This design comes from an exercise in tuning for small area and a short achievable clock period on the open sky130 flow, not from production work. RTL that was checked went through simulation tests only; none was proved equivalent to the original. No functional check of the RTL was part of run 2. Power figures rest on the tool's default switching activity, not on a simulated workload.

### flow/flow/polarity.py
#!/usr/bin/env python3
"""Inverter clean-up for a Yosys gate netlist (sky130hd), function preserved.

Yosys's extract_fa often maps a full adder in its inverted form, which leaves
inverters between full adders. A full adder is self-dual:
FA(~a, ~b, ~c) = (~sum, ~cout). This script chooses for every fa_1 whether it
works on true or inverted values, and for every and2/nand2 and or2/nor2 gate
which of the two it is, so as to need as few inverters as possible; then it
rewrites the netlist with at most one inverter per net.
Registers, ports and all other cells are left as they are.

usage: polarity.py IN.v OUT.v
"""
import random
import re
import sys

P = "sky130_fd_sc_hd__"
INV = {P + "inv_1", P + "inv_2"}
FA = P + "fa_1"
# Pairs of cells with the same inputs whose outputs are each other's inverse.
AREA = {"and2_1": 6.2560, "nand2_1": 3.7536, "or2_1": 6.2560, "nor2_1": 3.7536,
        "and3_1": 6.2560, "nand3_1": 5.0048, "or3_1": 6.2560, "nor3_1": 5.0048,
        "a21o_1": 7.5072, "a21oi_1": 5.0048, "o21a_1": 7.5072, "o21ai_0": 5.0048,
        "a22o_1": 8.7584, "a22oi_1": 7.5072, "o22a_1": 8.7584, "o22ai_1": 6.2560,
        "xor2_1": 8.7584, "xnor2_1": 8.7584}
PAIRS = [("and2_1", "X", "nand2_1", "Y"), ("or2_1", "X", "nor2_1", "Y"),
         ("and3_1", "X", "nand3_1", "Y"), ("or3_1", "X", "nor3_1", "Y"),
         ("a21o_1", "X", "a21oi_1", "Y"), ("o21a_1", "X", "o21ai_0", "Y"),
         ("a22o_1", "X", "a22oi_1", "Y"), ("o22a_1", "X", "o22ai_1", "Y"),
         ("xor2_1", "X", "xnor2_1", "Y")]
SWAP = {}
for a, ap, b, bp in PAIRS:
    SWAP[P + a] = (P + b, ap, bp, AREA[a] - AREA[b])
    SWAP[P + b] = (P + a, bp, ap, AREA[b] - AREA[a])
OUTPINS = {"X", "Y", "Q", "Q_N", "SUM", "COUT", "HI", "LO"}
INV_AREA = 3.7536

src = open(sys.argv[1]).read()
m = re.search(r"^module\s+(\w+)\s*\((.*?)\);", src, re.M | re.S)
ports = set(p.strip() for p in m.group(2).split(","))
body_start = m.end()
end = src.rindex("endmodule")

cell_re = re.compile(r"^\s*(" + P + r"\w+)\s+(\S+)\s*\((.*?)\);\s*$", re.M | re.S)
pin_re = re.compile(r"\.(\w+)\(\s*(.*?)\s*\)")
cells = {}
order = []
for cm in cell_re.finditer(src, body_start, end):
    typ, name, conns = cm.group(1), cm.group(2), cm.group(3)
    pins = {p: n for p, n in pin_re.findall(conns)}
    cells[name] = [typ, pins]
    order.append(name)


def base(net):
    return net.split("[")[0].lstrip("\\").strip()


def is_port(net):
    return base(net) in ports


driver = {}
loads = {}
for name, (typ, pins) in cells.items():
    for p, n in pins.items():
        if p in OUTPINS:
            driver[n] = (name, p)
        else:
            loads.setdefault(n, []).append((name, p))

# Inverters that may be removed: internal nets on both sides.
removable = set()
for name, (typ, pins) in cells.items():
    if typ in INV and not is_port(pins["A"]) and not is_port(pins["Y"]):
        removable.add(name)


def root_of(net):
    par = 0
    while net in driver and driver[net][0] in removable:
        net = cells[driver[net][0]][1]["A"]
        par ^= 1
    return net, par


# For every root net: its flippable driver (if any) and its load pins with
# the parity each saw through the removable inverters.
roots = {}
def collect(net, par, r):
    for (c, p) in loads.get(net, []):
        if c in removable:
            collect(cells[c][1]["Y"], par ^ 1, r)
        else:
            roots[r]["loads"].append((c, p, par))

for net in set(list(driver) + list(loads)):
    if net in driver and driver[net][0] in removable:
        continue
    roots[net] = {"loads": []}
    collect(net, 0, net)

var_of_root = {}
for r in roots:
    if r in driver:
        c, p = driver[r]
        if cells[c][0] == FA or cells[c][0] in SWAP:
            var_of_root[r] = c
# A cell that drives a port keeps its polarity.
for r in list(var_of_root):
    if is_port(r):
        fixed = var_of_root[r]
        for r2 in [x for x, v in var_of_root.items() if v == fixed]:
            del var_of_root[r2]
variables = sorted(set(var_of_root.values()))
flip = {v: 0 for v in variables}
roots_of_var = {v: set() for v in variables}
for r, v in var_of_root.items():
    roots_of_var[v].add(r)
for r, d in roots.items():
    for (c, p, par) in d["loads"]:
        if cells[c][0] == FA:
            roots_of_var[c].add(r)


def root_cost(r):
    fd = flip.get(var_of_root.get(r), 0)
    need = False
    for (c, p, par) in roots[r]["loads"]:
        fl = flip[c] if cells[c][0] == FA else 0
        if (par ^ fl) != fd:
            need = True
            break
    return INV_AREA if need else 0.0


def var_cost(v):
    return SWAP[cells[v][0]][3] * (-1 if flip[v] else 0) if cells[v][0] in SWAP else 0.0


def total():
    return sum(root_cost(r) for r in roots) + sum(var_cost(v) for v in variables if cells[v][0] in SWAP)


def delta(v):
    rs = roots_of_var[v]
    before = sum(root_cost(r) for r in rs) + var_cost(v)
    flip[v] ^= 1
    after = sum(root_cost(r) for r in rs) + var_cost(v)
    flip[v] ^= 1
    return after - before


start = total()
random.seed(1)
best, best_flip = start, dict(flip)
for restart in range(20):
    if restart:
        flip = dict(best_flip)
        for v in random.sample(variables, max(1, len(variables) // 10)):
            flip[v] ^= 1
    improved = True
    while improved:
        improved = False
        for v in variables:
            if delta(v) < -1e-9:
                flip[v] ^= 1
                improved = True
    t = total()
    if t < best - 1e-9:
        best, best_flip = t, dict(flip)
flip = best_flip

# Rewrite.
def esc(n):
    return n + " " if n.startswith("\\") else n


newinv = []
newnets = []
for r in sorted(roots):
    d = roots[r]
    fd = flip.get(var_of_root.get(r), 0)
    inv_net = None
    for (c, p, par) in d["loads"]:
        fl = flip[c] if cells[c][0] == FA else 0
        if (par ^ fl) != fd:
            if inv_net is None:
                k = len(newinv)
                inv_net = f"polnet_{k}"
                newnets.append(inv_net)
                newinv.append((f"polinv_{k}", r, inv_net))
            cells[c][1][p] = inv_net
        else:
            cells[c][1][p] = r
for v in variables:
    if flip[v] and cells[v][0] in SWAP:
        typ, pins = cells[v]
        nt, op, np_, _ = SWAP[typ]
        pins[np_] = pins.pop(op)
        cells[v][0] = nt
for c in removable:
    del cells[c]

used = set()
for typ, pins in cells.values():
    used.update(pins.values())
for (_, a, y) in newinv:
    used.add(a)
    used.add(y)

out = [src[:body_start]]
decl_re = re.compile(r"^\s*wire\s+(\[[^\]]*\]\s*)?(\S+)\s*;\s*$")
for line in src[body_start:end].split("\n"):
    if cell_re.match(line + "\n") or line.strip().startswith(P):
        break
    dm = decl_re.match(line)
    if dm and not dm.group(1) and not is_port(dm.group(2)):
        name = dm.group(2)
        if name not in used and name + " " not in used and name.strip() not in {u.strip() for u in used}:
            continue
    out.append(line + "\n")
for n in newnets:
    out.append(f"  wire {n};\n")
for name in order:
    if name not in cells:
        continue
    typ, pins = cells[name]
    conns = ",\n".join(f"    .{p}({esc(n)})" for p, n in pins.items())
    out.append(f"  {typ} {name} (\n{conns}\n  );\n")
for (name, a, y) in newinv:
    out.append(f"  {P}inv_1 {name} (\n    .A({esc(a)}),\n    .Y({esc(y)})\n  );\n")
out.append(src[end:])
open(sys.argv[2], "w").write("".join(out))
nflip = sum(flip.values())
if len(sys.argv) > 3:
    from collections import Counter
    why = Counter()
    for (name, a, y) in newinv:
        d = driver.get(a)
        dt = cells[d[0]][0].replace(P, "") if d and d[0] in cells else "port/none"
        lt = tuple(sorted(set(cells[c][0].replace(P, "") + "." + p for (c, p, par) in roots[a]["loads"])))
        why[(dt, lt)] += 1
    for k, v in why.most_common():
        print(v, k)
print(f"polarity: removed {len(removable)} inverters, added {len(newinv)}, "
      f"flipped {nflip} of {len(variables)} cells; cost {start:.1f} -> {best:.1f}")
### flow/constraint.sdc
create_clock -name core_clock -period 7.0 [get_ports {clk}]
set_input_delay 1.4000 -clock core_clock [delete_from_list [all_inputs] [get_ports {clk}]]
set_output_delay 1.4000 -clock core_clock [all_outputs]
set_load 0.01 [all_outputs]
### flow/design.v
module control_unit(
    input clk, rst,
    input [11:0] br, bi,
    output first, last,
    output reg [2:0] sbr, sbi
);
    reg [4:0] s;
    always @(posedge clk or posedge rst) begin
        if (rst)
            s <= 5'b00001;
        else
            s <= {s[3:0], s[4]};
    end
    assign first = s[1];
    assign last  = s[4];
    always @(posedge clk) begin
        sbr <= ({3{s[0]}} & br[2:0]) | ({3{s[1]}} & br[5:3])
             | ({3{s[2]}} & br[8:6]) | ({3{s[3]}} & br[11:9]);
        sbi <= ({3{s[0]}} & bi[2:0]) | ({3{s[1]}} & bi[5:3])
             | ({3{s[2]}} & bi[8:6]) | ({3{s[3]}} & bi[11:9]);
    end
endmodule
module datapath(
    input clk, first,
    input [11:0] ar, ai,
    input [2:0] sbr, sbi,
    output [23:0] Pr, Pi
);
    wire [11:0] rp0 = ar & {12{sbr[0]}};
    wire [11:0] rn0 = ~(ai & {12{sbi[0]}});
    wire [11:0] ip0 = ar & {12{sbi[0]}};
    wire [11:0] iq0 = ai & {12{sbr[0]}};
    wire [11:0] rp1 = ar & {12{sbr[1]}};
    wire [11:0] rn1 = ~(ai & {12{sbi[1]}});
    wire [11:0] ip1 = ar & {12{sbi[1]}};
    wire [11:0] iq1 = ai & {12{sbr[1]}};
    wire [11:0] rp2 = ar & {12{sbr[2]}};
    wire [11:0] rn2 = ~(ai & {12{sbi[2]}});
    wire [11:0] ip2 = ar & {12{sbi[2]}};
    wire [11:0] iq2 = ai & {12{sbr[2]}};
    reg  [14:0]  ra;   
    reg  [11:0]  rb;   
    reg  [8:0]  rl;
    wire [15:0] zr = {1'b0, ra[14], ra[13], ra[12], ra[11], ra[10], ra[9], ra[8], ra[7], ra[6], ra[5], ra[4], ra[3], ra[2], ra[1], ra[0]}
                    + {1'b0, rb[11], rb[10], rb[9], rb[8], rb[7], rb[6], rb[5], rb[4], rb[3], rb[2], rb[1], 1'b0, 1'b0, rb[0], 1'b0};
    wire [12:0] hr = zr[15:3] | {13{first}};
    wire rs1 = rn0[0] ^ rp0[0] ^ hr[0];
    wire rc1 = rn0[0] & rp0[0] | rn0[0] & hr[0] | rp0[0] & hr[0];
    wire rs2 = rn0[1] ^ rn1[0] ^ rp0[1];
    wire rc2 = rn0[1] & rn1[0] | rn0[1] & rp0[1] | rn1[0] & rp0[1];
    wire rs3 = rp1[0] ^ rs2 ^ hr[1];
    wire rc3 = rp1[0] & rs2 | rp1[0] & hr[1] | rs2 & hr[1];
    wire rs4 = rn0[2] ^ rn1[1] ^ rn2[0];
    wire rc4 = rn0[2] & rn1[1] | rn0[2] & rn2[0] | rn1[1] & rn2[0];
    wire rs5 = rp0[2] ^ rp1[1] ^ rp2[0];
    wire rc5 = rp0[2] & rp1[1] | rp0[2] & rp2[0] | rp1[1] & rp2[0];
    wire rs6 = rc2 ^ rs4 ^ rs5;
    wire rc6 = rc2 & rs4 | rc2 & rs5 | rs4 & rs5;
    wire rs7 = hr[2] ^ rs6 ^ rc3;
    wire rc7 = hr[2] & rs6 | hr[2] & rc3 | rs6 & rc3;
    wire rs8 = rn0[3] ^ rn1[2] ^ rn2[1];
    wire rc8 = rn0[3] & rn1[2] | rn0[3] & rn2[1] | rn1[2] & rn2[1];
    wire rs9 = rp0[3] ^ rp1[2] ^ rp2[1];
    wire rc9 = rp0[3] & rp1[2] | rp0[3] & rp2[1] | rp1[2] & rp2[1];
    wire rs10 = rc4 ^ rc5 ^ rs8;
    wire rc10 = rc4 & rc5 | rc4 & rs8 | rc5 & rs8;
    wire rs11 = rs9 ^ hr[3] ^ rc6;
    wire rc11 = rs9 & hr[3] | rs9 & rc6 | hr[3] & rc6;
    wire rs12 = rs10 ^ rs11 ^ rc7;
    wire rc12 = rs10 & rs11 | rs10 & rc7 | rs11 & rc7;
    wire rs13 = rn0[4] ^ rn1[3] ^ rn2[2];
    wire rc13 = rn0[4] & rn1[3] | rn0[4] & rn2[2] | rn1[3] & rn2[2];
    wire rs14 = rp0[4] ^ rp1[3] ^ rp2[2];
    wire rc14 = rp0[4] & rp1[3] | rp0[4] & rp2[2] | rp1[3] & rp2[2];
    wire rs15 = rc8 ^ rc9 ^ rs13;
    wire rc15 = rc8 & rc9 | rc8 & rs13 | rc9 & rs13;
    wire rs16 = rs14 ^ hr[4] ^ rc10;
    wire rc16 = rs14 & hr[4] | rs14 & rc10 | hr[4] & rc10;
    wire rs17 = rs15 ^ rc11 ^ rs16;
    wire rc17 = rs15 & rc11 | rs15 & rs16 | rc11 & rs16;
    wire rs18 = rn0[5] ^ rn1[4] ^ rn2[3];
    wire rc18 = rn0[5] & rn1[4] | rn0[5] & rn2[3] | rn1[4] & rn2[3];
    wire rs19 = rp0[5] ^ rp1[4] ^ rp2[3];
    wire rc19 = rp0[5] & rp1[4] | rp0[5] & rp2[3] | rp1[4] & rp2[3];
    wire rs20 = rc13 ^ rc14 ^ rs18;
    wire rc20 = rc13 & rc14 | rc13 & rs18 | rc14 & rs18;
    wire rs21 = rs19 ^ hr[5] ^ rc15;
    wire rc21 = rs19 & hr[5] | rs19 & rc15 | hr[5] & rc15;
    wire rs22 = rs20 ^ rc16 ^ rs21;
    wire rc22 = rs20 & rc16 | rs20 & rs21 | rc16 & rs21;
    wire rs23 = rn0[6] ^ rn1[5] ^ rn2[4];
    wire rc23 = rn0[6] & rn1[5] | rn0[6] & rn2[4] | rn1[5] & rn2[4];
    wire rs24 = rp0[6] ^ rp1[5] ^ rp2[4];
    wire rc24 = rp0[6] & rp1[5] | rp0[6] & rp2[4] | rp1[5] & rp2[4];
    wire rs25 = rc18 ^ rc19 ^ rs23;
    wire rc25 = rc18 & rc19 | rc18 & rs23 | rc19 & rs23;
    wire rs26 = rs24 ^ hr[6] ^ rc20;
    wire rc26 = rs24 & hr[6] | rs24 & rc20 | hr[6] & rc20;
    wire rs27 = rs25 ^ rc21 ^ rs26;
    wire rc27 = rs25 & rc21 | rs25 & rs26 | rc21 & rs26;
    wire rs28 = rn0[7] ^ rn1[6] ^ rn2[5];
    wire rc28 = rn0[7] & rn1[6] | rn0[7] & rn2[5] | rn1[6] & rn2[5];
    wire rs29 = rp0[7] ^ rp1[6] ^ rp2[5];
    wire rc29 = rp0[7] & rp1[6] | rp0[7] & rp2[5] | rp1[6] & rp2[5];
    wire rs30 = rc23 ^ rc24 ^ rs28;
    wire rc30 = rc23 & rc24 | rc23 & rs28 | rc24 & rs28;
    wire rs31 = rs29 ^ hr[7] ^ rc25;
    wire rc31 = rs29 & hr[7] | rs29 & rc25 | hr[7] & rc25;
    wire rs32 = rs30 ^ rc26 ^ rs31;
    wire rc32 = rs30 & rc26 | rs30 & rs31 | rc26 & rs31;
    wire rs33 = rn0[8] ^ rn1[7] ^ rn2[6];
    wire rc33 = rn0[8] & rn1[7] | rn0[8] & rn2[6] | rn1[7] & rn2[6];
    wire rs34 = rp0[8] ^ rp1[7] ^ rp2[6];
    wire rc34 = rp0[8] & rp1[7] | rp0[8] & rp2[6] | rp1[7] & rp2[6];
    wire rs35 = rc28 ^ rc29 ^ rs33;
    wire rc35 = rc28 & rc29 | rc28 & rs33 | rc29 & rs33;
    wire rs36 = rs34 ^ hr[8] ^ rc30;
    wire rc36 = rs34 & hr[8] | rs34 & rc30 | hr[8] & rc30;
    wire rs37 = rs35 ^ rc31 ^ rs36;
    wire rc37 = rs35 & rc31 | rs35 & rs36 | rc31 & rs36;
    wire rs38 = rn0[9] ^ rn1[8] ^ rn2[7];
    wire rc38 = rn0[9] & rn1[8] | rn0[9] & rn2[7] | rn1[8] & rn2[7];
    wire rs39 = rp0[9] ^ rp1[8] ^ rp2[7];
    wire rc39 = rp0[9] & rp1[8] | rp0[9] & rp2[7] | rp1[8] & rp2[7];
    wire rs40 = rc33 ^ rc34 ^ rs38;
    wire rc40 = rc33 & rc34 | rc33 & rs38 | rc34 & rs38;
    wire rs41 = rs39 ^ hr[9] ^ rc35;
    wire rc41 = rs39 & hr[9] | rs39 & rc35 | hr[9] & rc35;
    wire rs42 = rs40 ^ rc36 ^ rs41;
    wire rc42 = rs40 & rc36 | rs40 & rs41 | rc36 & rs41;
    wire rs43 = rn0[10] ^ rn1[9] ^ rn2[8];
    wire rc43 = rn0[10] & rn1[9] | rn0[10] & rn2[8] | rn1[9] & rn2[8];
    wire rs44 = rp0[10] ^ rp1[9] ^ rp2[8];
    wire rc44 = rp0[10] & rp1[9] | rp0[10] & rp2[8] | rp1[9] & rp2[8];
    wire rs45 = rc38 ^ rc39 ^ rs43;
    wire rc45 = rc38 & rc39 | rc38 & rs43 | rc39 & rs43;
    wire rs46 = rs44 ^ hr[10] ^ rc40;
    wire rc46 = rs44 & hr[10] | rs44 & rc40 | hr[10] & rc40;
    wire rs47 = rs45 ^ rc41 ^ rs46;
    wire rc47 = rs45 & rc41 | rs45 & rs46 | rc41 & rs46;
    wire rs48 = rn0[11] ^ rn1[10] ^ rn2[9];
    wire rc48 = rn0[11] & rn1[10] | rn0[11] & rn2[9] | rn1[10] & rn2[9];
    wire rs49 = rp0[11] ^ rp1[10] ^ rp2[9];
    wire rc49 = rp0[11] & rp1[10] | rp0[11] & rp2[9] | rp1[10] & rp2[9];
    wire rs50 = rc43 ^ rc44 ^ rs48;
    wire rc50 = rc43 & rc44 | rc43 & rs48 | rc44 & rs48;
    wire rs51 = rs49 ^ hr[11] ^ rc45;
    wire rc51 = rs49 & hr[11] | rs49 & rc45 | hr[11] & rc45;
    wire rs52 = rs50 ^ rc46 ^ rs51;
    wire rc52 = rs50 & rc46 | rs50 & rs51 | rc46 & rs51;
    wire rs53 = rn1[11] ^ rn2[10] ^ rp1[11];
    wire rc53 = rn1[11] & rn2[10] | rn1[11] & rp1[11] | rn2[10] & rp1[11];
    wire rs54 = rp2[10] ^ rc48 ^ rc49;
    wire rc54 = rp2[10] & rc48 | rp2[10] & rc49 | rc48 & rc49;
    wire rs55 = rs53 ^ hr[12] ^ rc50;
    wire rc55 = rs53 & hr[12] | rs53 & rc50 | hr[12] & rc50;
    wire rs56 = rs54 ^ rc51 ^ rs55;
    wire rc56 = rs54 & rc51 | rs54 & rs55 | rc51 & rs55;
    wire rs57 = rn2[11] ^ rp2[11] ^ rc53;
    wire rc57 = rn2[11] & rp2[11] | rn2[11] & rc53 | rp2[11] & rc53;
    wire rs58 = rc54 ^ rs57 ^ rc55;
    wire rc58 = rc54 & rs57 | rc54 & rc55 | rs57 & rc55;
    always @(posedge clk) begin
        ra <= {rc57, rc56, rc52, rc47, rc42, rc37, rc32, rc27, rc22, rc17, rc12, rs12, rs7, rc1, rs1};
        rb <= {rc58, rs58, rs56, rs52, rs47, rs42, rs37, rs32, rs27, rs22, rs17, rs3};
        rl <= {zr[2:0], rl[8:3]};
    end
    reg  [14:0]  ia;   
    reg  [11:0]  ib;   
    reg  [8:0]  il;
    wire [15:0] zi = {1'b0, ia[14], ia[13], ia[12], ia[11], ia[10], ia[9], ia[8], ia[7], ia[6], ia[5], ia[4], ia[3], ia[2], ia[1], ia[0]}
                    + {1'b0, ib[11], ib[10], ib[9], ib[8], ib[7], ib[6], ib[5], ib[4], ib[3], ib[2], ib[1], 1'b0, 1'b0, ib[0], 1'b0};
    wire [12:0] hi = zi[15:3] & {13{~first}};
    wire is1 = ip0[0] ^ iq0[0] ^ hi[0];
    wire ic1 = ip0[0] & iq0[0] | ip0[0] & hi[0] | iq0[0] & hi[0];
    wire is2 = ip0[1] ^ ip1[0] ^ iq0[1];
    wire ic2 = ip0[1] & ip1[0] | ip0[1] & iq0[1] | ip1[0] & iq0[1];
    wire is3 = iq1[0] ^ is2 ^ hi[1];
    wire ic3 = iq1[0] & is2 | iq1[0] & hi[1] | is2 & hi[1];
    wire is4 = ip0[2] ^ ip1[1] ^ ip2[0];
    wire ic4 = ip0[2] & ip1[1] | ip0[2] & ip2[0] | ip1[1] & ip2[0];
    wire is5 = iq0[2] ^ iq1[1] ^ iq2[0];
    wire ic5 = iq0[2] & iq1[1] | iq0[2] & iq2[0] | iq1[1] & iq2[0];
    wire is6 = ic2 ^ is4 ^ is5;
    wire ic6 = ic2 & is4 | ic2 & is5 | is4 & is5;
    wire is7 = hi[2] ^ is6 ^ ic3;
    wire ic7 = hi[2] & is6 | hi[2] & ic3 | is6 & ic3;
    wire is8 = ip0[3] ^ ip1[2] ^ ip2[1];
    wire ic8 = ip0[3] & ip1[2] | ip0[3] & ip2[1] | ip1[2] & ip2[1];
    wire is9 = iq0[3] ^ iq1[2] ^ iq2[1];
    wire ic9 = iq0[3] & iq1[2] | iq0[3] & iq2[1] | iq1[2] & iq2[1];
    wire is10 = ic4 ^ ic5 ^ is8;
    wire ic10 = ic4 & ic5 | ic4 & is8 | ic5 & is8;
    wire is11 = is9 ^ hi[3] ^ ic6;
    wire ic11 = is9 & hi[3] | is9 & ic6 | hi[3] & ic6;
    wire is12 = is10 ^ is11 ^ ic7;
    wire ic12 = is10 & is11 | is10 & ic7 | is11 & ic7;
    wire is13 = ip0[4] ^ ip1[3] ^ ip2[2];
    wire ic13 = ip0[4] & ip1[3] | ip0[4] & ip2[2] | ip1[3] & ip2[2];
    wire is14 = iq0[4] ^ iq1[3] ^ iq2[2];
    wire ic14 = iq0[4] & iq1[3] | iq0[4] & iq2[2] | iq1[3] & iq2[2];
    wire is15 = ic8 ^ ic9 ^ is13;
    wire ic15 = ic8 & ic9 | ic8 & is13 | ic9 & is13;
    wire is16 = is14 ^ hi[4] ^ ic10;
    wire ic16 = is14 & hi[4] | is14 & ic10 | hi[4] & ic10;
    wire is17 = is15 ^ ic11 ^ is16;
    wire ic17 = is15 & ic11 | is15 & is16 | ic11 & is16;
    wire is18 = ip0[5] ^ ip1[4] ^ ip2[3];
    wire ic18 = ip0[5] & ip1[4] | ip0[5] & ip2[3] | ip1[4] & ip2[3];
    wire is19 = iq0[5] ^ iq1[4] ^ iq2[3];
    wire ic19 = iq0[5] & iq1[4] | iq0[5] & iq2[3] | iq1[4] & iq2[3];
    wire is20 = ic13 ^ ic14 ^ is18;
    wire ic20 = ic13 & ic14 | ic13 & is18 | ic14 & is18;
    wire is21 = is19 ^ hi[5] ^ ic15;
    wire ic21 = is19 & hi[5] | is19 & ic15 | hi[5] & ic15;
    wire is22 = is20 ^ ic16 ^ is21;
    wire ic22 = is20 & ic16 | is20 & is21 | ic16 & is21;
    wire is23 = ip0[6] ^ ip1[5] ^ ip2[4];
    wire ic23 = ip0[6] & ip1[5] | ip0[6] & ip2[4] | ip1[5] & ip2[4];
    wire is24 = iq0[6] ^ iq1[5] ^ iq2[4];
    wire ic24 = iq0[6] & iq1[5] | iq0[6] & iq2[4] | iq1[5] & iq2[4];
    wire is25 = ic18 ^ ic19 ^ is23;
    wire ic25 = ic18 & ic19 | ic18 & is23 | ic19 & is23;
    wire is26 = is24 ^ hi[6] ^ ic20;
    wire ic26 = is24 & hi[6] | is24 & ic20 | hi[6] & ic20;
    wire is27 = is25 ^ ic21 ^ is26;
    wire ic27 = is25 & ic21 | is25 & is26 | ic21 & is26;
    wire is28 = ip0[7] ^ ip1[6] ^ ip2[5];
    wire ic28 = ip0[7] & ip1[6] | ip0[7] & ip2[5] | ip1[6] & ip2[5];
    wire is29 = iq0[7] ^ iq1[6] ^ iq2[5];
    wire ic29 = iq0[7] & iq1[6] | iq0[7] & iq2[5] | iq1[6] & iq2[5];
    wire is30 = ic23 ^ ic24 ^ is28;
    wire ic30 = ic23 & ic24 | ic23 & is28 | ic24 & is28;
    wire is31 = is29 ^ hi[7] ^ ic25;
    wire ic31 = is29 & hi[7] | is29 & ic25 | hi[7] & ic25;
    wire is32 = is30 ^ ic26 ^ is31;
    wire ic32 = is30 & ic26 | is30 & is31 | ic26 & is31;
    wire is33 = ip0[8] ^ ip1[7] ^ ip2[6];
    wire ic33 = ip0[8] & ip1[7] | ip0[8] & ip2[6] | ip1[7] & ip2[6];
    wire is34 = iq0[8] ^ iq1[7] ^ iq2[6];
    wire ic34 = iq0[8] & iq1[7] | iq0[8] & iq2[6] | iq1[7] & iq2[6];
    wire is35 = ic28 ^ ic29 ^ is33;
    wire ic35 = ic28 & ic29 | ic28 & is33 | ic29 & is33;
    wire is36 = is34 ^ hi[8] ^ ic30;
    wire ic36 = is34 & hi[8] | is34 & ic30 | hi[8] & ic30;
    wire is37 = is35 ^ ic31 ^ is36;
    wire ic37 = is35 & ic31 | is35 & is36 | ic31 & is36;
    wire is38 = ip0[9] ^ ip1[8] ^ ip2[7];
    wire ic38 = ip0[9] & ip1[8] | ip0[9] & ip2[7] | ip1[8] & ip2[7];
    wire is39 = iq0[9] ^ iq1[8] ^ iq2[7];
    wire ic39 = iq0[9] & iq1[8] | iq0[9] & iq2[7] | iq1[8] & iq2[7];
    wire is40 = ic33 ^ ic34 ^ is38;
    wire ic40 = ic33 & ic34 | ic33 & is38 | ic34 & is38;
    wire is41 = is39 ^ hi[9] ^ ic35;
    wire ic41 = is39 & hi[9] | is39 & ic35 | hi[9] & ic35;
    wire is42 = is40 ^ ic36 ^ is41;
    wire ic42 = is40 & ic36 | is40 & is41 | ic36 & is41;
    wire is43 = ip0[10] ^ ip1[9] ^ ip2[8];
    wire ic43 = ip0[10] & ip1[9] | ip0[10] & ip2[8] | ip1[9] & ip2[8];
    wire is44 = iq0[10] ^ iq1[9] ^ iq2[8];
    wire ic44 = iq0[10] & iq1[9] | iq0[10] & iq2[8] | iq1[9] & iq2[8];
    wire is45 = ic38 ^ ic39 ^ is43;
    wire ic45 = ic38 & ic39 | ic38 & is43 | ic39 & is43;
    wire is46 = is44 ^ hi[10] ^ ic40;
    wire ic46 = is44 & hi[10] | is44 & ic40 | hi[10] & ic40;
    wire is47 = is45 ^ ic41 ^ is46;
    wire ic47 = is45 & ic41 | is45 & is46 | ic41 & is46;
    wire is48 = ip0[11] ^ ip1[10] ^ ip2[9];
    wire ic48 = ip0[11] & ip1[10] | ip0[11] & ip2[9] | ip1[10] & ip2[9];
    wire is49 = iq0[11] ^ iq1[10] ^ iq2[9];
    wire ic49 = iq0[11] & iq1[10] | iq0[11] & iq2[9] | iq1[10] & iq2[9];
    wire is50 = ic43 ^ ic44 ^ is48;
    wire ic50 = ic43 & ic44 | ic43 & is48 | ic44 & is48;
    wire is51 = is49 ^ hi[11] ^ ic45;
    wire ic51 = is49 & hi[11] | is49 & ic45 | hi[11] & ic45;
    wire is52 = is50 ^ ic46 ^ is51;
    wire ic52 = is50 & ic46 | is50 & is51 | ic46 & is51;
    wire is53 = ip1[11] ^ ip2[10] ^ iq1[11];
    wire ic53 = ip1[11] & ip2[10] | ip1[11] & iq1[11] | ip2[10] & iq1[11];
    wire is54 = iq2[10] ^ ic48 ^ ic49;
    wire ic54 = iq2[10] & ic48 | iq2[10] & ic49 | ic48 & ic49;
    wire is55 = is53 ^ hi[12] ^ ic50;
    wire ic55 = is53 & hi[12] | is53 & ic50 | hi[12] & ic50;
    wire is56 = is54 ^ ic51 ^ is55;
    wire ic56 = is54 & ic51 | is54 & is55 | ic51 & is55;
    wire is57 = ip2[11] ^ iq2[11] ^ ic53;
    wire ic57 = ip2[11] & iq2[11] | ip2[11] & ic53 | iq2[11] & ic53;
    wire is58 = ic54 ^ is57 ^ ic55;
    wire ic58 = ic54 & is57 | ic54 & ic55 | is57 & ic55;
    always @(posedge clk) begin
        ia <= {ic57, ic56, ic52, ic47, ic42, ic37, ic32, ic27, ic22, ic17, ic12, is12, is7, ic1, is1};
        ib <= {ic58, is58, is56, is52, is47, is42, is37, is32, is27, is22, is17, is3};
        il <= {zi[2:0], il[8:3]};
    end
    assign Pr = {zr[14:0], rl};
    assign Pi = {zi[14:0], il};
endmodule
module top(
    input rst, clk,
    input [11:0] ar, ai, br, bi,
    output [23:0] Pi, Pr
);
    wire       first, last;
    wire [2:0] sbr, sbi;
    control_unit uut1(
        .clk(clk), .rst(rst), .br(br), .bi(bi),
        .first(first), .last(last), .sbr(sbr), .sbi(sbi)
    );
    datapath uut2(
        .clk(clk), .first(first),
        .ar(ar), .ai(ai), .sbr(sbr), .sbi(sbi),
        .Pr(Pr), .Pi(Pi)
    );
endmodule
### flow/flow/run.sh
#!/bin/bash
# The standard layout (standard.sh) with these changes to how the layout
# is made:
#  - the port buffers are buf_1 cells instead of the delay cells that
#    buffer_ports picks by default;
#  - clock tree synthesis uses small clock buffers and no dummy loads;
#  - after the standard synthesis, polarity.py removes the inverters that
#    extract_fa leaves between full adders (same function, same registers).
# Each tool's output goes to a log file in this folder.
set -e
cat >> config.mk <<'EOC'
export BUFFER_PORTS_ARGS = -buffer_cell sky130_fd_sc_hd__buf_1
export CTS_ARGS = -sink_clustering_enable -repair_clock_nets -buf_list {sky130_fd_sc_hd__clkbuf_4 sky130_fd_sc_hd__clkbuf_8} -root_buf sky130_fd_sc_hd__clkbuf_8 -dont_use_dummy_load
EOC
bash standard.sh synth > synth.log 2>&1
R=orfs/results/sky130hd/top/base
cp $R/1_2_yosys.v yosys_netlist.v
python3 flow/polarity.py yosys_netlist.v $R/1_2_yosys.v > polarity.log 2>&1
rm -f $R/1_synth.odb $R/1_synth.sdc
bash standard.sh > standard.log 2>&1
### flow/config.mk
export PLATFORM = sky130hd
export DESIGN_NAME = top
export DESIGN_NICKNAME = top
export VERILOG_FILES = /design/flow/design.v
export SDC_FILE = /design/flow/constraint.sdc
export NUM_CORES = 4
export LEC_CHECK = 0
export CAP_MARGIN = 20
export CORE_MARGIN = 2
export CORE_UTILIZATION = 40
export SETUP_SLACK_MARGIN = 3.3
export SLEW_MARGIN = 20
export BUFFER_PORTS_ARGS = -buffer_cell sky130_fd_sc_hd__buf_1
export CTS_ARGS = -sink_clustering_enable -repair_clock_nets -buf_list {sky130_fd_sc_hd__clkbuf_4 sky130_fd_sc_hd__clkbuf_8} -root_buf sky130_fd_sc_hd__clkbuf_8 -dont_use_dummy_load
### flow/standard.sh
#!/bin/bash
# synth_recipe.tcl (not shown) runs the flow's synth.tcl, then flattens the netlist and writes it again
# the make line also repeats each setting of config.mk as NAME=value (left out here)
make -C /OpenROAD-flow-scripts/flow DESIGN_CONFIG=/design/flow/config.mk WORK_HOME=/design/flow/orfs CLKGATE_MAP_FILE= SYNTH_SCRIPT=/design/flow/synth_recipe.tcl "${@:-finish}"
==> impl_metrics.tcl, run 1 <==
set metrics [dict create \
    status "timing/DRC/antenna clean" \
    fin_crit_sh_pct 52.1 \
    route.met2.wl_mm 6.62 \
    worstPathArrival_ps 2250 \
    cts_hold_buffers 0 \
    slew_viol_final 0 \
    finalHoldViolations 0 \
    fmax_mhz 274 \
    fp.coreArea_um2 15800 \
    dpl_worst_slack_ps 3130 \
    seqCellArea_um2 1690 \
    grt_max_degree 25 \
    fin_tns_setup_ps 0 \
    timing.final.ws_setup_ps 3350 \
    multiInputGateArea_um2 4530 \
    slowest_delay_ps 400 \
    diodes 0 \
    crit_required_ps 5600 \
    relSlewSlack_pct 40.0 \
    slowest_stage "or4_1" \
    max_slew.worst_pin.slew_ps 899 \
    cap_violations 0 \
    syn_inst 607 \
    drive_above_1_share_pct 6.15 \
    hp-class "reg2reg" \
    clock_path_buffers 2 \
    wl_met1_mm 5.29 \
    syn_area_per_cell_um2 10.5 \
    dieHeight_um 130 \
    synth_area_um2 6400 \
    die_w_um 130 \
    gp_congestion 0.751 \
    endpoint_kind "output port" \
    overflow 0 \
    io_buffers 97 \
    area_growth_syn_to_layout_pct 12.8 \
    first_pass_iters 4 \
    ys_warn_count 2 \
    met3_length_um 780 \
    vias_per_cell 4.91 \
    crit_path_max_fanout 4 \
    ir_worst_vdd_mv 0.0743 \
    path_class "reg2out" \
    route.antenna.remaining_nets 0 \
    fillers 1538 \
    drtIter0Drc 155 \
    power.leakage_nw 3.10 \
    finClkSkew_ps 24.7 \
    place_hpwl_mm 10.2 \
    clk_latency_ps 350 \
    cts.sinks 83 \
    cts_buffers 9 \
    path_cells "ha_4, nand4_1, a211oi_4, nor3_4, or4_1, o311a_1, buf_2" \
    htreeDepth 3 \
    grt_pass1_vias 4817 \
    rows 46 \
    syn_nets 799 \
    period_needed_ps 3650 \
    dieArea_um2 17000 \
    drc 0 \
    start_util_pct 40.6 \
    grt.total_usage_pct 16.4 \
    antenna_found_initial 0 \
    root_buffer "clkbuf_8" \
    topRoutingLayerUsed "met4" \
    finalSetupViolations 0 \
    vias 4491 \
    start_kind "flop" \
    clkTransAtPathRegs_ps 80 \
    pin_count 98 \
    nNetsFinal 893 \
    rsz0062_at_grt "true" \
    cts_tree "built" \
    routed_wl_mm 12.8 \
    powerDensity_nw_per_um2 105 \
    wl_per_cell_um 14.0 \
    grt_first_pass_wirelength_mm 22.0 \
]
==> routing by layer <==
metal  vias to the layer above  global-route usage (%)
met3                        11                    3.71
met1                      2237                    20.6
met5                         -                       0
met2                       129                    29.4
li1                       2114                       -
met4                         0                    3.32
==> final timing paths <==
path | start | end | slack [ps] | depth (start not counted)
worst max-delay path | uut2.ib[1] | Pi[23] | 3350 | 7
worst min-delay path | uut2.rl[3] | uut2.rl[0] | 350 | 0
worst max register to register | uut1.sbi[0] | uut2.ib[8] | 3900 | 6
worst min register to register | uut2.rl[3] | uut2.rl[0] | 350 | 0
max in group asynchronous | rst | uut1.s[0] | 5880 | 2
min in group asynchronous | rst | uut1.s[3] | 890 | 2
==> placed cells by master (no fill, tap or decap), types with 3 or more instances in the layout <==
master,n
clkbuf_8,9
clkbuf_2,3
o21a_1,4
inv_1,51
o21ai_0,7
a21oi_1,11
nor3_1,4
o211ai_1,4
a21o_1,5
dfxtp_1,76
xnor2_1,15
buf_1,92
nand2_1,98
or2_1,6
nor2_1,13
ha_2,3
or2_2,4
a22oi_1,12
and2_1,72
nand2b_1,5
nand3_1,5
dfrtp_1,4
ha_1,21
fa_1,116
buf_4,5
o22ai_1,3
xor2_1,6
==> cell type report <==
class / instances / area share (%)
Multi-Input combinational cell: 454 / 62.8
Sequential cell: 83 / 23.4
Timing Repair Buffer: 102 / 5.65
Tap cell: 216 / 3.74
Inverter: 51 / 2.65
Clock buffer: 9 / 1.72
==> where the power goes <==
| part | internal, W | total, W | switching, W |
|---|---|---|---|
| clock network | 0.000115 | 0.000261 | 0.000146 |
| registers | 0.000472 | 0.000472 | 0 |
| logic | 0.00000624 | 0.0000215 | 0.0000152 |
| total | 0.000594 | 0.000755 | 0.000161 |
==> timing repair <==
item | in CTS | in global routing
gates resized for setup | 9 | 13
buffers inserted | 0 | 4
setup endpoints to repair | 4 | 7
pin swaps | 5 | 11
==> sequential cells by signal, summed over array words and instances, names as in the netlist <==
signal    count
uut1.s        5
uut1.sbi      3
uut1.sbr      3
uut2.ia      15
uut2.ib      12
uut2.il       9
uut2.ra      15
uut2.rb      12
uut2.rl       9
==> critical path, delay by kind of cell, from the launching register on <==
family,cells,cell delay [ps]
AND/OR/NAND/NOR,3,650
adder cells (fa/ha/maj),1,280
flip-flops,1,330
buffers and inverters,1,140
AO/OA/AOI/OAI,2,510
==> stage by stage <==
stage / cell area [um2] / hold WS [ps] / total power, W / cells / util [%]
after floorplan: 6400 / 332 / 0.000484 / 607 / -
after global placement: 6960 / 334 / 0.000503 / 902 / 44.1
after detailed placement: 6960 / 335 / 0.000504 / 902 / 44.1
after CTS: 7120 / 354 / 0.000768 / 911 / 45.2
after global routing: 7220 / 364 / 0.000788 / 915 / 45.8
final: 7220 / 352 / 0.000755 / 915 / 45.8
==> run 2: changes to the inputs <==
--- a/flow/design.v
+++ b/flow/design.v
@@ -41,8 +41,71 @@
     reg  [14:0]  ra;   
     reg  [11:0]  rb;   
     reg  [8:0]  rl;
-    wire [15:0] zr = {1'b0, ra[14], ra[13], ra[12], ra[11], ra[10], ra[9], ra[8], ra[7], ra[6], ra[5], ra[4], ra[3], ra[2], ra[1], ra[0]}
-                    + {1'b0, rb[11], rb[10], rb[9], rb[8], rb[7], rb[6], rb[5], rb[4], rb[3], rb[2], rb[1], 1'b0, 1'b0, rb[0], 1'b0};
+    wire [15:0] rx = {1'b0, ra[14], ra[13], ra[12], ra[11], ra[10], ra[9], ra[8], ra[7], ra[6], ra[5], ra[4], ra[3], ra[2], ra[1], ra[0]};
+    wire [15:0] ry = {1'b0, rb[11], rb[10], rb[9], rb[8], rb[7], rb[6], rb[5], rb[4], rb[3], rb[2], rb[1], 1'b0, 1'b0, rb[0], 1'b0};
+    wire [15:0] rcg0 = rx & ry;
+    wire [15:0] rcp0 = rx ^ ry;
+    wire rcg1_1 = rcg0[1] | rcp0[1] & rcg0[0];
+    wire rcp1_1 = rcp0[1] & rcp0[0];
+    wire rcg1_3 = rcg0[3] | rcp0[3] & rcg0[2];
+    wire rcp1_3 = rcp0[3] & rcp0[2];
+    wire rcg1_5 = rcg0[5] | rcp0[5] & rcg0[4];
+    wire rcp1_5 = rcp0[5] & rcp0[4];
+    wire rcg1_7 = rcg0[7] | rcp0[7] & rcg0[6];
+    wire rcp1_7 = rcp0[7] & rcp0[6];
+    wire rcg1_9 = rcg0[9] | rcp0[9] & rcg0[8];
+    wire rcp1_9 = rcp0[9] & rcp0[8];
+    wire rcg1_11 = rcg0[11] | rcp0[11] & rcg0[10];
+    wire rcp1_11 = rcp0[11] & rcp0[10];
+    wire rcg1_13 = rcg0[13] | rcp0[13] & rcg0[12];
+    wire rcp1_13 = rcp0[13] & rcp0[12];
+    wire rcg1_15 = rcg0[15] | rcp0[15] & rcg0[14];
+    wire rcg2_2 = rcg0[2] | rcp0[2] & rcg1_1;
+    wire rcp2_2 = rcp0[2] & rcp1_1;
+    wire rcg2_3 = rcg1_3 | rcp1_3 & rcg1_1;
+    wire rcp2_3 = rcp1_3 & rcp1_1;
+    wire rcg2_6 = rcg0[6] | rcp0[6] & rcg1_5;
+    wire rcp2_6 = rcp0[6] & rcp1_5;
+    wire rcg2_7 = rcg1_7 | rcp1_7 & rcg1_5;
+    wire rcp2_7 = rcp1_7 & rcp1_5;
+    wire rcg2_10 = rcg0[10] | rcp0[10] & rcg1_9;
+    wire rcp2_10 = rcp0[10] & rcp1_9;
+    wire rcg2_11 = rcg1_11 | rcp1_11 & rcg1_9;
+    wire rcp2_11 = rcp1_11 & rcp1_9;
+    wire rcg2_14 = rcg0[14] | rcp0[14] & rcg1_13;
+    wire rcp2_14 = rcp0[14] & rcp1_13;
+    wire rcg2_15 = rcg1_15 | rcp0[15] & rcg1_13;
+    wire rcg3_4 = rcg0[4] | rcp0[4] & rcg2_3;
+    wire rcp3_4 = rcp0[4] & rcp2_3;
+    wire rcg3_5 = rcg1_5 | rcp1_5 & rcg2_3;
+    wire rcp3_5 = rcp1_5 & rcp2_3;
+    wire rcg3_6 = rcg2_6 | rcp2_6 & rcg2_3;
+    wire rcp3_6 = rcp2_6 & rcp2_3;
+    wire rcg3_7 = rcg2_7 | rcp2_7 & rcg2_3;
+    wire rcp3_7 = rcp2_7 & rcp2_3;
+    wire rcg3_12 = rcg0[12] | rcp0[12] & rcg2_11;
+    wire rcp3_12 = rcp0[12] & rcp2_11;
+    wire rcg3_13 = rcg1_13 | rcp1_13 & rcg2_11;
+    wire rcp3_13 = rcp1_13 & rcp2_11;
+    wire rcg3_14 = rcg2_14 | rcp2_14 & rcg2_11;
+    wire rcp3_14 = rcp2_14 & rcp2_11;
+    wire rcg3_15 = rcg2_15 | rcp0[15] & rcg2_11;
+    wire rcg4_8 = rcg0[8] | rcp0[8] & rcg3_7;
+    wire rcp4_8 = rcp0[8] & rcp3_7;
+    wire rcg4_9 = rcg1_9 | rcp1_9 & rcg3_7;
+    wire rcp4_9 = rcp1_9 & rcp3_7;
+    wire rcg4_10 = rcg2_10 | rcp2_10 & rcg3_7;
+    wire rcp4_10 = rcp2_10 & rcp3_7;
+    wire rcg4_11 = rcg2_11 | rcp2_11 & rcg3_7;
+    wire rcp4_11 = rcp2_11 & rcp3_7;
+    wire rcg4_12 = rcg3_12 | rcp3_12 & rcg3_7;
+    wire rcp4_12 = rcp3_12 & rcp3_7;
+    wire rcg4_13 = rcg3_13 | rcp3_13 & rcg3_7;
+    wire rcp4_13 = rcp3_13 & rcp3_7;
+    wire rcg4_14 = rcg3_14 | rcp3_14 & rcg3_7;
+    wire rcp4_14 = rcp3_14 & rcp3_7;
+    wire rcg4_15 = rcg3_15 | rcp0[15] & rcg3_7;
+    wire [15:0] zr = rcp0 ^ {rcg4_14, rcg4_13, rcg4_12, rcg4_11, rcg4_10, rcg4_9, rcg4_8, rcg3_7, rcg3_6, rcg3_5, rcg3_4, rcg2_3, rcg2_2, rcg1_1, rcg0[0], 1'b0};
     wire [12:0] hr = zr[15:3] | {13{first}};
     wire rs1 = rn0[0] ^ rp0[0] ^ hr[0];
     wire rc1 = rn0[0] & rp0[0] | rn0[0] & hr[0] | rp0[0] & hr[0];
@@ -168,8 +231,71 @@
     reg  [14:0]  ia;   
     reg  [11:0]  ib;   
     reg  [8:0]  il;
-    wire [15:0] zi = {1'b0, ia[14], ia[13], ia[12], ia[11], ia[10], ia[9], ia[8], ia[7], ia[6], ia[5], ia[4], ia[3], ia[2], ia[1], ia[0]}
-                    + {1'b0, ib[11], ib[10], ib[9], ib[8], ib[7], ib[6], ib[5], ib[4], ib[3], ib[2], ib[1], 1'b0, 1'b0, ib[0], 1'b0};
+    wire [15:0] ix = {1'b0, ia[14], ia[13], ia[12], ia[11], ia[10], ia[9], ia[8], ia[7], ia[6], ia[5], ia[4], ia[3], ia[2], ia[1], ia[0]};
+    wire [15:0] iy = {1'b0, ib[11], ib[10], ib[9], ib[8], ib[7], ib[6], ib[5], ib[4], ib[3], ib[2], ib[1], 1'b0, 1'b0, ib[0], 1'b0};
+    wire [15:0] icg0 = ix & iy;
+    wire [15:0] icp0 = ix ^ iy;
+    wire icg1_1 = icg0[1] | icp0[1] & icg0[0];
+    wire icp1_1 = icp0[1] & icp0[0];
+    wire icg1_3 = icg0[3] | icp0[3] & icg0[2];
+    wire icp1_3 = icp0[3] & icp0[2];
+    wire icg1_5 = icg0[5] | icp0[5] & icg0[4];
+    wire icp1_5 = icp0[5] & icp0[4];
+    wire icg1_7 = icg0[7] | icp0[7] & icg0[6];
+    wire icp1_7 = icp0[7] & icp0[6];
+    wire icg1_9 = icg0[9] | icp0[9] & icg0[8];
+    wire icp1_9 = icp0[9] & icp0[8];
+    wire icg1_11 = icg0[11] | icp0[11] & icg0[10];
+    wire icp1_11 = icp0[11] & icp0[10];
+    wire icg1_13 = icg0[13] | icp0[13] & icg0[12];
+    wire icp1_13 = icp0[13] & icp0[12];
+    wire icg1_15 = icg0[15] | icp0[15] & icg0[14];
+    wire icg2_2 = icg0[2] | icp0[2] & icg1_1;
+    wire icp2_2 = icp0[2] & icp1_1;
+    wire icg2_3 = icg1_3 | icp1_3 & icg1_1;
+    wire icp2_3 = icp1_3 & icp1_1;
+    wire icg2_6 = icg0[6] | icp0[6] & icg1_5;
+    wire icp2_6 = icp0[6] & icp1_5;
+    wire icg2_7 = icg1_7 | icp1_7 & icg1_5;
+    wire icp2_7 = icp1_7 & icp1_5;
+    wire icg2_10 = icg0[10] | icp0[10] & icg1_9;
+    wire icp2_10 = icp0[10] & icp1_9;
+    wire icg2_11 = icg1_11 | icp1_11 & icg1_9;
+    wire icp2_11 = icp1_11 & icp1_9;
+    wire icg2_14 = icg0[14] | icp0[14] & icg1_13;
+    wire icp2_14 = icp0[14] & icp1_13;
+    wire icg2_15 = icg1_15 | icp0[15] & icg1_13;
+    wire icg3_4 = icg0[4] | icp0[4] & icg2_3;
+    wire icp3_4 = icp0[4] & icp2_3;
+    wire icg3_5 = icg1_5 | icp1_5 & icg2_3;
+    wire icp3_5 = icp1_5 & icp2_3;
+    wire icg3_6 = icg2_6 | icp2_6 & icg2_3;
+    wire icp3_6 = icp2_6 & icp2_3;
+    wire icg3_7 = icg2_7 | icp2_7 & icg2_3;
+    wire icp3_7 = icp2_7 & icp2_3;
+    wire icg3_12 = icg0[12] | icp0[12] & icg2_11;
+    wire icp3_12 = icp0[12] & icp2_11;
+    wire icg3_13 = icg1_13 | icp1_13 & icg2_11;
+    wire icp3_13 = icp1_13 & icp2_11;
+    wire icg3_14 = icg2_14 | icp2_14 & icg2_11;
+    wire icp3_14 = icp2_14 & icp2_11;
+    wire icg3_15 = icg2_15 | icp0[15] & icg2_11;
+    wire icg4_8 = icg0[8] | icp0[8] & icg3_7;
+    wire icp4_8 = icp0[8] & icp3_7;
+    wire icg4_9 = icg1_9 | icp1_9 & icg3_7;
+    wire icp4_9 = icp1_9 & icp3_7;
+    wire icg4_10 = icg2_10 | icp2_10 & icg3_7;
+    wire icp4_10 = icp2_10 & icp3_7;
+    wire icg4_11 = icg2_11 | icp2_11 & icg3_7;
+    wire icp4_11 = icp2_11 & icp3_7;
+    wire icg4_12 = icg3_12 | icp3_12 & icg3_7;
+    wire icp4_12 = icp3_12 & icp3_7;
+    wire icg4_13 = icg3_13 | icp3_13 & icg3_7;
+    wire icp4_13 = icp3_13 & icp3_7;
+    wire icg4_14 = icg3_14 | icp3_14 & icg3_7;
+    wire icp4_14 = icp3_14 & icp3_7;
+    wire icg4_15 = icg3_15 | icp0[15] & icg3_7;
+    wire [15:0] zi = icp0 ^ {icg4_14, icg4_13, icg4_12, icg4_11, icg4_10, icg4_9, icg4_8, icg3_7, icg3_6, icg3_5, icg3_4, icg2_3, icg2_2, icg1_1, icg0[0], 1'b0};
     wire [12:0] hi = zi[15:3] & {13{~first}};
     wire is1 = ip0[0] ^ iq0[0] ^ hi[0];
     wire ic1 = ip0[0] & iq0[0] | ip0[0] & hi[0] | iq0[0] & hi[0];
--- a/flow/flow/polarity.py
+++ b/flow/flow/polarity.py
@@ -114,13 +114,14 @@
         for r2 in [x for x, v in var_of_root.items() if v == fixed]:
             del var_of_root[r2]
 variables = sorted(set(var_of_root.values()))
-flip = {v: 0 for v in variables}
+flip = {c: 0 for c, (typ, pins) in cells.items() if typ == FA}
+flip.update({v: 0 for v in variables})
 roots_of_var = {v: set() for v in variables}
 for r, v in var_of_root.items():
     roots_of_var[v].add(r)
 for r, d in roots.items():
     for (c, p, par) in d["loads"]:
-        if cells[c][0] == FA:
+        if cells[c][0] == FA and c in roots_of_var:
             roots_of_var[c].add(r)
 
 
--- a/flow/config.mk
+++ b/flow/config.mk
@@ -8,7 +8,6 @@
 export CAP_MARGIN = 20
 export CORE_MARGIN = 2
 export CORE_UTILIZATION = 40
-export SETUP_SLACK_MARGIN = 3.3
 export SLEW_MARGIN = 20
 export BUFFER_PORTS_ARGS = -buffer_cell sky130_fd_sc_hd__buf_1
 export CTS_ARGS = -sink_clustering_enable -repair_clock_nets -buf_list {sky130_fd_sc_hd__clkbuf_4 sky130_fd_sc_hd__clkbuf_8} -root_buf sky130_fd_sc_hd__clkbuf_8 -dont_use_dummy_load
==> run 2 against run 1 <==
Compared with the run above:
- cell count down 6.6%
- clock power up 2%
- global-route usage down 0.74 points
- critical path depth unchanged
- critical path type unchanged
==> impl_metrics.tcl, run 2 <==
set metrics [dict create \
    wl_per_cell_um 14.0 \
    rsz0062_at_grt "false" \
    cts_tree "built" \
    htreeDepth 3 \
    worstPathArrival_ps 2720 \
    power.total_w 0.000758 \
    root_buffer "clkbuf_8" \
    cts.sinks 83 \
    grt_max_degree 26 \
    period_needed_ps 4120 \
    grt.total_usage_pct 15.7 \
    hp-class "reg2reg" \
    io_buffers 97 \
    finalSetupViolations 0 \
    area_growth_syn_to_layout_pct 11.1 \
    routed_wl_mm 12.0 \
    max_slew.worst_pin.slew_ps 849 \
    gp_congestion 0.765 \
    rows 45 \
    crit_path_max_fanout 4 \
    crit_required_ps 5600 \
    clk_latency_ps 360 \
    syn_nets 749 \
    dp.cells 846 \
    diodes 0 \
    start_kind "flop" \
    drc 0 \
    ys_warn_count 2 \
    ir_worst_vdd_mv 0.0715 \
    start_util_pct 40.9 \
    syn_area_per_cell_um2 11.3 \
    final_cell_mix "120 x fa_1, 97 x buf_1, 96 x and2_1" \
    pin_count 98 \
    fmax_mhz 243 \
    fp.coreArea_um2 15300 \
    synth_area_um2 6250 \
    layout_commonest_cell "fa_1" \
    design_area_um2 6940 \
    place_hpwl_mm 9.71 \
    die_w_um 129 \
    cts_setup_buffers 0 \
    status "timing/DRC/antenna clean" \
    clock_path_buffers 2 \
    antenna_found_initial 0 \
    path_class "reg2out" \
    powerDensity_nw_per_um2 109 \
    placed_cell_area_um2 6820 \
    overflow 0 \
    reg.largest.list "uut2.ia (15), uut2.ra (15)" \
    power.leakage_nw 3.12 \
    route.antenna.remaining_nets 0 \
    endpoint_kind "output port" \
    grt_first_pass_wirelength_mm 20.3 \
    cts_hold_buffers 0 \
    nNetsFinal 842 \
    finalHoldViolations 0 \
    syn_inst 553 \
    cap_violations 0 \
    first_pass_iters 4 \
    finClkSkew_ps 29.7 \
    fin_crit_sh_pct 58.8 \
    fin_tns_setup_ps 0 \
    slew_viol_final 0 \
    vias 4159 \
    clkTransAtPathRegs_ps 80 \
    drive_above_1_share_pct 2.95 \
    grt_pass1_vias 4527 \
    cts.repair.resized 0 \
    vias_per_cell 4.86 \
    drtIter0Drc 125 \
    fillers 1460 \
    dieHeight_um 129 \
    cts_buffers 9 \
    dieArea_um2 16600 \
    relSlewSlack_pct 43.3 \
    layoutNonFillerInstCount 855 \
]
## run 2: where the power goes
group	total [W]	switching [W]	internal (W)
sequential	0.000472	0	0.000472
clock	0.000265	0.000150	0.000115
combinational	0.0000203	0.0000140	0.00000626
total	0.000758	0.000164	0.000594
## run 2: final cells by class
class | count | area [um2] | area share, %
Inverter | 41 | 154 | 2.22
Multi-Input combinational cell | 412 | 4330 | 62.4
Sequential cell | 83 | 1690 | 24.3
Timing Repair Buffer | 99 | 379 | 5.46
Tap cell | 211 | 264 | 3.80
Clock buffer | 9 | 124 | 1.78
## run 2: path summary, 6_finish.rpt
path	start	end	slack [ps]	depth (start not counted)
worst max-delay path	uut2.rb[2]	Pr[18]	2880	7
worst min register to register	uut2.il[6]	uut2.il[3]	350	0
worst min-delay path	uut2.il[6]	uut2.il[3]	350	0
min in group asynchronous	rst	uut1.s[4]	880	2
max in group asynchronous	rst	uut1.s[0]	5890	2
worst max register to register	uut2.rb[2]	uut2.rb[3]	3510	9
## run 2: critical path, cell delays in order (launching register included)
cell      delay (ps)
dfxtp_1          310
ha_1             340
and3_1           210
a221oi_1         520
o21bai_1         160
fa_1             450
xor2_1           200
buf_1            170
## run 2: routing by layer
metal	wire length [um]	vias up	global-route usage, %
li1	-	1922	-
met1	4850	2106	17.6
met2	6310	119	29.4
met3	670	12	3.91
met4	166	0	4.48
met5	0	-	0
## run 2: metrics by stage
stage	utilization (%)	setup WS (ps)	hold slack, ps
after floorplan	-	3490	332
after global placement	44.7	3220	336
after detailed placement	44.7	3190	338
after CTS	45.5	2860	353
after global routing	45.5	2710	360
final	45.5	2880	351

[static timing again, ports no longer ideal]
In the flow no input, the clock included, has a driving cell. The finished layouts below were timed again as built, in two steps. Step 1 (the two cells are an assumption about what drives the block):
set clk [get_ports {clk}]
set_driving_cell -lib_cell sky130_fd_sc_hd__clkbuf_16 $clk
set_driving_cell -lib_cell sky130_fd_sc_hd__buf_2 [delete_from_list [all_inputs] $clk]
Step 2, shift: input delay + t, output delay - t, t = (earliest + latest rising clock arrival at the registers) / 2. This alone moves slack from input paths to output paths. Slacks: ideal / step 1 / step 2; pairs: ideal / step 1.
run	t, ns	setup WS [ns]	hold WS [ns]	worst register clock-pin slew, ns	worst slew at a driven data input, ns
run 1	0.373	3.353 / 3.320 / 3.136	0.352 / 0.352 / 0.352	0.08 / 0.08	0.05
run 2	0.383	2.881 / 2.846 / 3.166	0.351 / 0.351 / 0.351	0.09 / 0.09	0.05
After both steps every run listed still meets setup and hold. For run 1, which loses most, drivers alone change the setup slack by -0.033 ns; drivers and shift together by -0.217 ns.
